What follows belongs to an exercise in optimizing a design on an open flow for small area and a short achievable clock period; a production flow would make more cautious choices. Power and IR drop assume default switching activity.

==> wip/nickel: inputs <==
## adder_1
module adder_1 #(parameter DSIZE = 64)
            (
                in_a,
                in_b,
                in_c,
                in_d,
                sum,
                clk,
                rst_n
            );
export LEC_CHECK = 0
export CAP_MARGIN = 20
export CORE_MARGIN = 2
export CORE_UTILIZATION = 40
export CTS_BUF_LIST = sky130_fd_sc_hd__clkbuf_4 sky130_fd_sc_hd__clkbuf_8
export GPL_ROUTABILITY_DRIVEN = 0
export SETUP_SLACK_MARGIN = 2.0
export SLEW_MARGIN = 20
export SYNTH_HIERARCHICAL = 1
export SYNTH_MINIMUM_KEEP_SIZE = 0
create_clock -name core_clock -period 4.0 [get_ports {clk}]
standard.sh (not shown) runs the stock make flow with config.mk's settings and CLKGATE_MAP_FILE= SYNTH_SCRIPT=/design/flow/synth_recipe.tcl, a recipe that flattens the netlist after the stock synthesis.
==> flow/flow/run.sh <==
#!/bin/bash
export BUFFER_PORTS_ARGS="-buffer_cell sky130_fd_sc_hd__buf_1"
bash standard.sh ABC_LOAD_IN_FF=3 finish > standard.log 2>&1
==> inputs of wip/garnet, as changes to wip/nickel <==
- CELL_PAD_IN_SITES_DETAIL_PLACEMENT: not set -> 0
- CELL_PAD_IN_SITES_GLOBAL_PLACEMENT: not set -> 0
- GPL_ROUTABILITY_DRIVEN: 0 -> not set
==> run notes <==
item	wip/nickel	wip/garnet
Via Count	7312	7200
Final Cycle Share	0.494	0.487
Crit path largest cell delay	0.42 ns	0.41 ns
Status	complete, no violations	complete, no violations
Final critical delay including setup and external delays	1.98 ns	1.95 ns
Arrival time of the worst setup path	2.35 ns	2.29 ns
Number of post-CTS setup repair buffers	5	6
Post-layout net count	1577	1575
Clock buffers and inverters, area share	0.0291	0.0295
Post-DR vias/cell	4.76	4.69
Post-route non-filler standard cell count	1536	1534
First-pass GRT wire length	38000 um	38100 um
Overall routed net length	24500 um	24700 um
Worst-Margin Slew	0.748 ns	0.531 ns
Met2 Use GR	0.318	0.319
Min-Delay Path Class	register to register	input port to async pin
Capturing element of the worst setup path	sum_l[40]	sum_l[63]
Maximum number of pins on one net before global-route repair	95	191
FF-to-FF Start	pv_l[34]	pv_l[10]
Detailed-routed wire length on met2	12300 um	12400 um
Detailed placer's ending HPWL	20700 um	20700 um
No run of this note included a check of the RTL's function; only the layout flow was run.


==> v30 <==
adder_1 again, from the RTL that the note above started with.
==> flow/config.mk <==
export PLATFORM = sky130hd
export DESIGN_NAME = adder_1
export DESIGN_NICKNAME = adder_1
export VERILOG_FILES = /design/flow/design.v
export SDC_FILE = /design/flow/constraint.sdc
export NUM_CORES = 4
export LEC_CHECK = 0
export CAP_MARGIN = 20
export CORE_MARGIN = 2
export CORE_UTILIZATION = 40
export CTS_BUF_LIST = sky130_fd_sc_hd__clkbuf_4 sky130_fd_sc_hd__clkbuf_8
export SETUP_SLACK_MARGIN = 2.05
export SLEW_MARGIN = 20
export SYNTH_HIERARCHICAL = 1
export SYNTH_MINIMUM_KEEP_SIZE = 0
==> flow/constraint.sdc <==
create_clock -name core_clock -period 4.0 [get_ports {clk}]
set_input_delay 0.8000 -clock core_clock [delete_from_list [all_inputs] [get_ports {clk}]]
set_output_delay 0.8000 -clock core_clock [all_outputs]
set_load 0.01 [all_outputs]
Scripts as last shown in full above: flow/flow/run.sh
==> v35: changes against v30 <==
Settings changed: SETUP_SLACK_MARGIN 2.05 to 2.0.
==> run notes <==
| quantity | v30 | v35 |
|---|---|---|
| Average detailed-routed wire length per instance | 16.2 microns | 16.1 microns |
| Final net count | 1581 | 1575 |
| Sequential standard cell area | 0.00476 sq mm | 0.00476 sq mm |
| Via count | 7273 | 7200 |
| Switching part of the total | 40.9% | 40.2% |
| Vias in the first global route | 7643 | 7605 |
| Non-filler cells, final | 1540 | 1534 |
| First-pass iteration count of the detailed router | 4 | 5 |
| Worst Setup EP | sum_l[50] | sum_l[63] |
| Leakage power | 5.12 nW | 5.05 nW |
| Clock transition at the register clock pins on the worst setup and hold paths after CTS | 0.10 ns | 0.09 ns |
| Power Density | 606 mW/mm^2 | 602 mW/mm^2 |
| Status | no timing/DRC/antenna violations | no timing/DRC/antenna violations |
| Highest ir drop seen on vdd | 226 uV | 220 uV |
| Number of DRC markers after the initial detailed-route iteration | 246 | 251 |
| Transition time at the pin with the least slew margin | 0.533 ns | 0.531 ns |
| Worst flop-to-flop path endpoint | sum_l[50] | sum_l[63] |
| Overall power of the completed layout | 7.94 mW | 7.69 mW |
| Hold Slack | 0.348 ns | 0.341 ns |
| Vias/cell | 4.72 | 4.69 |
| R2R setup slack | 2.08 ns | 2.05 ns |
No functional check of the RTL was part of any run of this note.

[afterwards: timing with drivers on the ports]
In the flow no input, the clock included, has a driving cell. The finished layouts below were timed again as built, in two steps. Step 1 assumes that a clkbuf_16 drives the clock port and a buf_2 every other input. Step 2 times the ports against the registers' clock, not the clock port: input delays grow and output delays shrink by t, the midpoint of the rising clock arrivals with the driver on. Three values: ideal ports, drivers, drivers and shift; two values: the first two.
| run | t (ns) | slack for setup (ns) | hold slack, ns | latest minus earliest clock arrival (ns) | pins driven straight from the clock port |
|---|---|---|---|---|---|
| wip/nickel | 0.510 | 2.023 / 2.023 / 1.720 | 0.360 / 0.360 / 0.360 | 0.018 / 0.017 | 1 |
| wip/garnet | 0.500 | 2.052 / 2.052 / 1.699 | 0.341 / 0.329 / 0.355 | 0.017 / 0.017 | 1 |
| v30 | 0.500 | 2.085 / 2.085 / 1.696 | 0.348 / 0.337 / 0.356 | 0.019 / 0.019 | 1 |
| v35 | 0.500 | 2.052 / 2.052 / 1.699 | 0.341 / 0.329 / 0.355 | 0.017 / 0.017 | 1 |
After both steps every run listed still meets setup and hold. For v30, which loses most, drivers alone change the setup slack by 0.000 ns; drivers and shift together by -0.389 ns.
